This design comes from an exercise in tuning for small area on the open sky130 flow, not from production work. RTL that was checked went through simulation tests only; none was proved equivalent to the original. Power figures rest on the tool's default switching activity, not on a simulated workload.

old:
## Attention_top
module Attention_top #(
    parameter INPUT_WIDTH = 8,
    parameter NUM_CODE_WIDTH = 5,
    parameter MATRIX_SIZE = 3,
    parameter ADDR_WIDTH = $clog2(MATRIX_SIZE**2<<2),
    parameter OUTPUT_WIDTH = $clog2(MATRIX_SIZE*(2**INPUT_WIDTH))-1
)(
    input clk,
    input reset_n,
    input start,
    input softmax_req,DATA_write_EN,
    input  [INPUT_WIDTH*MATRIX_SIZE-1:0] Q_INPUT,
    input [INPUT_WIDTH*MATRIX_SIZE-1:0] MATRIX_INPUT,
    output [MATRIX_SIZE*OUTPUT_WIDTH-1:0] Output_RESULT,
    input output_req
);
Size: about 1000 cells after synthesis, about 240 flip-flops, ~81 I/O pins, about 0.011 mm^2 of cells after synthesis.
clock: 5.0 ns
lec_check: 0
abc_area: 1
cap_margin: 20
core_margin: 2
core_utilization: 75
cts_buf_list: sky130_fd_sc_hd__clkbuf_8
cts_cluster_diameter: 60
cts_cluster_size: 18
slew_margin: 20
standard.sh (not shown) runs the stock make flow with config.mk's settings and CLKGATE_MAP_FILE= SYNTH_SCRIPT=/design/flow/synth_recipe.tcl, a recipe that flattens the netlist after the stock synthesis.
==> flow/flow/run.sh <==
#!/bin/bash
# Own layout flow: the standard ORFS flow (standard.sh, unchanged synthesis),
# with the port buffers made of the smallest buffer cell (sky130_fd_sc_hd__buf_1)
# instead of the default choice. Every input and output port still gets a buffer.
set -euo pipefail
cd "$(dirname "$0")/.."
bash standard.sh "BUFFER_PORTS_ARGS=-buffer_cell sky130_fd_sc_hd__buf_1" finish > flow_standard.log 2>&1
Relative to old, the following input files were edited for new:
- changing CTS_CLUSTER_DIAMETER from 60 to 100
- removing CTS_BUF_LIST (formerly sky130_fd_sc_hd__clkbuf_8)
- changing CTS_CLUSTER_SIZE from 18 to 30
### Flow results
When new is set beside old, its met2 wirelength from detailed routing turns out to be about 1.8% smaller. On new: met3 track demand over resource in global routing is 0.25 points lower than what old gave. Relative to old, clock power share increased by 0.3 points in new. Going from old to new, the data required time at the worst endpoint was found to have gone down by 0.04 ns. Status: proportion of cell area occupied by registers parity (new, old). Comparing new against old, there is no change at all in global placement routability congestion. Compared with old, new shows a setup slack that is 0.014 ns lower.

========
Another version of the RTL of Attention_top (not shown whole).
Size in the first run: roughly 240 flip-flops, ~81 I/O pins, ~11000 um2 of cells after synthesis.
Settings: LEC_CHECK=0, ABC_AREA=1, CAP_MARGIN=20, CORE_MARGIN=2, CORE_UTILIZATION=75, CTS_CLUSTER_DIAMETER=100, CTS_CLUSTER_SIZE=30, SLEW_MARGIN=20; clock period 5.0 ns.
==> flow/flow/run.sh <==
#!/bin/bash
# Own layout flow: the standard ORFS flow (standard.sh, unchanged synthesis),
# with the port buffers made of the smallest buffer cell (sky130_fd_sc_hd__buf_1)
# instead of the default choice. Every input and output port still gets a buffer.
set -euo pipefail
cd "$(dirname "$0")/.."
bash standard.sh "BUFFER_PORTS_ARGS=-buffer_cell sky130_fd_sc_hd__buf_1" RECOVER_POWER=100 finish > flow_standard.log 2>&1
The starting point finished clean.
==> next run, changes <==
--- a/flow/flow/run.sh
+++ b/flow/flow/run.sh
@@ -7 +7 @@
-bash standard.sh "BUFFER_PORTS_ARGS=-buffer_cell sky130_fd_sc_hd__buf_1" RECOVER_POWER=100 finish > flow_standard.log 2>&1
+bash standard.sh "BUFFER_PORTS_ARGS=-buffer_cell sky130_fd_sc_hd__buf_1" finish > flow_standard.log 2>&1
- CORE_UTILIZATION: 75 -> 60
Effect: Register-to-register slack is better by 0.02 ns; cell area goes up by 0.77%; sequential share of layout area goes down by 0.37 points; hold slack got worse by 0.0077 ns; utilization went down by 16 points.
==> next run, changes <==
- CORE_UTILIZATION: 60 -> 75
Wire length increases by about a fifth.
Fmax falls slightly.
Clock-buffer cell count went down by 1.
Cell count went down by a few percent.
First-iteration DRC count grows by well over a third.
Utilization rose by 16 points.
Synthesized area does not change.
Total power came out higher slightly.
Non-clock buffer count decreases by 2.

========
The RTL this note starts from:
==> flow/design.v <==
module booth_enc4 (
    input  [7:0] k,
    output [3:0] one,
    output [3:0] two,
    output [3:0] neg
);
    wire [8:0] kx = {k, 1'b0};
    genvar i;
    generate
        for (i = 0; i < 4; i = i + 1) begin : dig
            wire b0 = kx[2*i];
            wire b1 = kx[2*i+1];
            wire b2 = kx[2*i+2];
            assign one[i] = b1 ^ b0;
            assign two[i] = (b2 & ~b1 & ~b0) | (~b2 & b1 & b0);
            assign neg[i] = b2;
        end
    endgenerate
endmodule
module mac_lane (
    input  [8:0] a,
    input  [3:0] one,
    input  [3:0] two,
    input  [3:0] neg,
    input  [7:0] q,
    output [8:0] y
);
    wire t1 = (one[0] & q[0]) ^ neg[0];
    wire t2 = ((one[0] & q[1]) | (two[0] & q[0])) ^ neg[0];
    wire t3 = ((one[0] & q[2]) | (two[0] & q[1])) ^ neg[0];
    wire t4 = ((one[0] & q[3]) | (two[0] & q[2])) ^ neg[0];
    wire t5 = ((one[0] & q[4]) | (two[0] & q[3])) ^ neg[0];
    wire t6 = ((one[0] & q[5]) | (two[0] & q[4])) ^ neg[0];
    wire t7 = ((one[0] & q[6]) | (two[0] & q[5])) ^ neg[0];
    wire t8 = ((one[0] & q[7]) | (two[0] & q[6])) ^ neg[0];
    wire t9 = ((one[0] & q[7]) | (two[0] & q[7])) ^ neg[0];
    wire t10 = (one[1] & q[0]) ^ neg[1];
    wire t11 = ((one[1] & q[1]) | (two[1] & q[0])) ^ neg[1];
    wire t12 = ((one[1] & q[2]) | (two[1] & q[1])) ^ neg[1];
    wire t13 = ((one[1] & q[3]) | (two[1] & q[2])) ^ neg[1];
    wire t14 = ((one[1] & q[4]) | (two[1] & q[3])) ^ neg[1];
    wire t15 = ((one[1] & q[5]) | (two[1] & q[4])) ^ neg[1];
    wire t16 = ((one[1] & q[6]) | (two[1] & q[5])) ^ neg[1];
    wire t17 = (one[2] & q[0]) ^ neg[2];
    wire t18 = ((one[2] & q[1]) | (two[2] & q[0])) ^ neg[2];
    wire t19 = ((one[2] & q[2]) | (two[2] & q[1])) ^ neg[2];
    wire t20 = ((one[2] & q[3]) | (two[2] & q[2])) ^ neg[2];
    wire t21 = ((one[2] & q[4]) | (two[2] & q[3])) ^ neg[2];
    wire t22 = (one[3] & q[0]) ^ neg[3];
    wire t23 = ((one[3] & q[1]) | (two[3] & q[0])) ^ neg[3];
    wire t24 = ((one[3] & q[2]) | (two[3] & q[1])) ^ neg[3];
    wire t25 = a[0] ^ neg[0];
    wire t26 = a[0] & neg[0];
    wire t27 = a[1] ^ t26;
    wire t28 = a[1] & t26;
    wire t29 = a[2] ^ neg[1] ^ t3;
    wire t30 = (a[2] & neg[1]) | (a[2] & t3) | (neg[1] & t3);
    wire t31 = t10 ^ t28;
    wire t32 = t10 & t28;
    wire t33 = a[3] ^ t4 ^ t11;
    wire t34 = (a[3] & t4) | (a[3] & t11) | (t4 & t11);
    wire t35 = t32 ^ t30;
    wire t36 = t32 & t30;
    wire t37 = a[4] ^ neg[2] ^ t5;
    wire t38 = (a[4] & neg[2]) | (a[4] & t5) | (neg[2] & t5);
    wire t39 = t12 ^ t17 ^ t37;
    wire t40 = (t12 & t17) | (t12 & t37) | (t17 & t37);
    wire t41 = t34 ^ t36;
    wire t42 = t34 & t36;
    wire t43 = a[5] ^ t6 ^ t13;
    wire t44 = (a[5] & t6) | (a[5] & t13) | (t6 & t13);
    wire t45 = t18 ^ t38 ^ t43;
    wire t46 = (t18 & t38) | (t18 & t43) | (t38 & t43);
    wire t47 = t40 ^ t42;
    wire t48 = t40 & t42;
    wire t49 = a[6] ^ neg[3] ^ t7;
    wire t50 = (a[6] & neg[3]) | (a[6] & t7) | (neg[3] & t7);
    wire t51 = t14 ^ t19 ^ t22;
    wire t52 = (t14 & t19) | (t14 & t22) | (t19 & t22);
    wire t53 = t49 ^ t44 ^ t51;
    wire t54 = (t49 & t44) | (t49 & t51) | (t44 & t51);
    wire t55 = t46 ^ t53;
    wire t56 = t46 & t53;
    wire t57 = a[7] ^ t8 ^ t15;
    wire t58 = (a[7] & t8) | (a[7] & t15) | (t8 & t15);
    wire t59 = t20 ^ t23 ^ t50;
    wire t60 = (t20 & t23) | (t20 & t50) | (t23 & t50);
    wire t61 = t52 ^ t57 ^ t59;
    wire t62 = (t52 & t57) | (t52 & t59) | (t57 & t59);
    wire t63 = t54 ^ t56;
    wire t64 = t54 & t56;
    wire t65 = a[8] ^ t9 ^ t16;
    wire t66 = t21 ^ t24 ^ t58;
    wire t67 = t65 ^ t66 ^ t60;
    wire t68 = t62 ^ t67;
    wire t69 = t1 ^ t25;
    wire t70 = t1 & t25;
    wire t71 = t2 ^ t27 ^ t70;
    wire t72 = (t2 & t27) | (t2 & t70) | (t27 & t70);
    wire t73 = t29 ^ t31 ^ t72;
    wire t74 = (t29 & t31) | (t29 & t72) | (t31 & t72);
    wire t75 = t33 ^ t35 ^ t74;
    wire t76 = (t33 & t35) | (t33 & t74) | (t35 & t74);
    wire t77 = t39 ^ t41 ^ t76;
    wire t78 = (t39 & t41) | (t39 & t76) | (t41 & t76);
    wire t79 = t45 ^ t47 ^ t78;
    wire t80 = (t45 & t47) | (t45 & t78) | (t47 & t78);
    wire t81 = t48 ^ t55 ^ t80;
    wire t82 = (t48 & t55) | (t48 & t80) | (t55 & t80);
    wire t83 = t61 ^ t63 ^ t82;
    wire t84 = (t61 & t63) | (t61 & t82) | (t63 & t82);
    wire t85 = t64 ^ t68 ^ t84;
    assign y = {t85, t83, t81, t79, t77, t75, t73, t71, t69};
endmodule
module Attention_top #(
    parameter INPUT_WIDTH = 8,
    parameter NUM_CODE_WIDTH = 5,
    parameter MATRIX_SIZE = 3,
    parameter ADDR_WIDTH = $clog2(MATRIX_SIZE**2<<2),
    parameter OUTPUT_WIDTH = $clog2(MATRIX_SIZE*(2**INPUT_WIDTH))-1
)(
    input clk,
    input reset_n,
    input start,
    input softmax_req,DATA_write_EN,
    input  [INPUT_WIDTH*MATRIX_SIZE-1:0] Q_INPUT,
    input [INPUT_WIDTH*MATRIX_SIZE-1:0] MATRIX_INPUT,
    output [MATRIX_SIZE*OUTPUT_WIDTH-1:0] Output_RESULT,
    input output_req
);
    reg [2:0] jsel;          
    reg [2:0] ph;            
    reg       oreq_d;
    reg [2:0] osel;          
    wire clr = start | (jsel[0] & ~ph[1]);
    always @(posedge clk or negedge reset_n) begin
        if (!reset_n) begin
            jsel <= 3'b000;
            oreq_d <= 1'b0;
        end else begin
            if (start) jsel <= 3'b001;
            else if (ph[1]) jsel <= {jsel[1:0], 1'b0};
            oreq_d <= output_req;
        end
    end
    always @(posedge clk) begin
        ph <= start ? 3'b100 : {ph[1:0], ph[2]};
        if (output_req & ~oreq_d) osel <= ph;
    end
    reg [23:0] qw0, qw1, qw2;
    always @(posedge clk) begin
        if (DATA_write_EN) begin
            qw0 <= Q_INPUT;
            qw1 <= qw0;
            qw2 <= qw1;
        end
    end
    reg [7:0] kc0 [0:2];    
    reg [7:0] kc1 [0:2];
    reg [7:0] kc2 [0:2];
    always @(posedge clk) begin
        if (DATA_write_EN | jsel[0]) begin
            kc0[0] <= kc0[1]; kc0[1] <= kc0[2]; kc0[2] <= MATRIX_INPUT[23:16];
        end
        if (DATA_write_EN | jsel[1]) begin
            kc1[0] <= kc1[1]; kc1[1] <= kc1[2]; kc1[2] <= MATRIX_INPUT[15:8];
        end
        if (DATA_write_EN | jsel[2]) begin
            kc2[0] <= kc2[1]; kc2[1] <= kc2[2]; kc2[2] <= MATRIX_INPUT[7:0];
        end
    end
    wire [7:0] kop = ({8{jsel[0]}} & kc0[0]) | ({8{jsel[1]}} & kc1[0]) | ({8{jsel[2]}} & kc2[0]);
    function [7:0] qsel;
        input [23:0] w;
        input [2:0] s;
        qsel = ({8{s[0]}} & w[23:16]) | ({8{s[1]}} & w[15:8]) | ({8{s[2]}} & w[7:0]);
    endfunction
    wire [7:0] q0op = qsel(qw2, jsel);
    wire [7:0] q1op = qsel(qw1, jsel);
    wire [7:0] q2op = qsel(qw0, jsel);
    reg [26:0] rs0, rs1, rs2;
    wire [8:0] a0 = rs2[26:18];
    wire [8:0] a1 = rs2[17:9];
    wire [8:0] a2 = rs2[8:0];
    wire [8:0] y0, y1, y2;
    wire [3:0] b_one, b_two, b_neg;
    booth_enc4 kenc (.k(kop), .one(b_one), .two(b_two), .neg(b_neg));
    mac_lane lane0 (.a(a0), .one(b_one), .two(b_two), .neg(b_neg), .q(q0op), .y(y0));
    mac_lane lane1 (.a(a1), .one(b_one), .two(b_two), .neg(b_neg), .q(q1op), .y(y1));
    mac_lane lane2 (.a(a2), .one(b_one), .two(b_two), .neg(b_neg), .q(q2op), .y(y2));
    always @(posedge clk) begin
        rs0 <= {y0, y1, y2};
        rs1 <= rs0;
        rs2 <= rs1 & {27{~clr}};
    end
    assign Output_RESULT = ({27{osel[0]}} & rs0) | ({27{osel[1]}} & rs1) | ({27{osel[2]}} & rs2);
endmodule
export LEC_CHECK = 0
export ABC_AREA = 1
export CAP_MARGIN = 20
export CORE_MARGIN = 2
export CORE_UTILIZATION = 60
export CTS_CLUSTER_DIAMETER = 100
export CTS_CLUSTER_SIZE = 30
export SLEW_MARGIN = 20
create_clock -name core_clock -period 5.0 [get_ports {clk}]
==> flow/flow/run.sh <==
#!/bin/bash
# Own layout flow: the standard ORFS flow (standard.sh, unchanged synthesis),
# with the port buffers made of the smallest buffer cell (sky130_fd_sc_hd__buf_1)
# instead of the default choice. Every input and output port still gets a buffer.
set -euo pipefail
cd "$(dirname "$0")/.."
bash standard.sh "BUFFER_PORTS_ARGS=-buffer_cell sky130_fd_sc_hd__buf_1" finish > flow_standard.log 2>&1
The starting point produced a clean layout.
Change:
==> flow/run.sh (new file) <==
#!/bin/bash
# synth_recipe.tcl (not shown) runs the flow's synth.tcl, then flattens the netlist and writes it again
# the make line also repeats each setting of config.mk as NAME=value (left out here)
make -C /OpenROAD-flow-scripts/flow DESIGN_CONFIG=/design/flow/config.mk WORK_HOME=/design/flow/orfs CLKGATE_MAP_FILE= SYNTH_SCRIPT=/design/flow/synth_recipe.tcl finish
removed: flow/flow/run.sh
removed: flow/standard.sh
=> The new run finished with timing, DRC and antenna clean. Setup slack is better by 47 ps. Global-route usage came out higher by 0.50 points. Utilization came out higher by 2.7 points. First-iteration DRC count came out higher by 1.4%.
Function was not checked in any run of this note: the RTL went through the layout flow alone.

re-timing with driven ports:
No port has a modelled driver above. Below, the same layouts with a new extraction and two added sets of constraints. Step 1 sets driving cells, clkbuf_16 on the clock port and buf_2 on the other inputs (assumed; they add their load-dependent delay and slew). Step 2, shift: input delay + t, output delay - t, t = (earliest + latest rising clock arrival at the registers) / 2. This alone moves slack from input paths to output paths. Three values: ideal ports, drivers, drivers and shift; two values: the first two.
| run | t (ns) | slack for setup (ns) | clock arrival spread, ns | worst slew at a driven data input, ns | cell pins on the clock port's net |
|---|---|---|---|---|---|
| old | 0.551 | 0.318 / 0.318 / 0.318 | 0.033 / 0.032 | 0.04 | 1 |
| new | 0.515 | 0.304 / 0.304 / 0.304 | 0.024 / 0.024 | 0.05 | 1 |
| the first run of note 2 | 0.512 | 0.137 / 0.137 / 0.137 | 0.018 / 0.019 | 0.05 | 1 |
| the second run of note 2 | 0.510 | 0.161 / 0.161 / 0.161 | 0.026 / 0.026 | 0.03 | 1 |
| the third run of note 2 | 0.512 | 0.137 / 0.137 / 0.137 | 0.016 / 0.015 | 0.05 | 1 |
| the first run of note 3 | 0.517 | 0.179 / 0.179 / 0.179 | 0.021 / 0.020 | 0.03 | 1 |
| the second run of note 3 | 0.518 | 0.226 / 0.226 / 0.226 | 0.033 / 0.033 | 0.04 | 1 |
After both steps setup and hold are still met in every run listed.
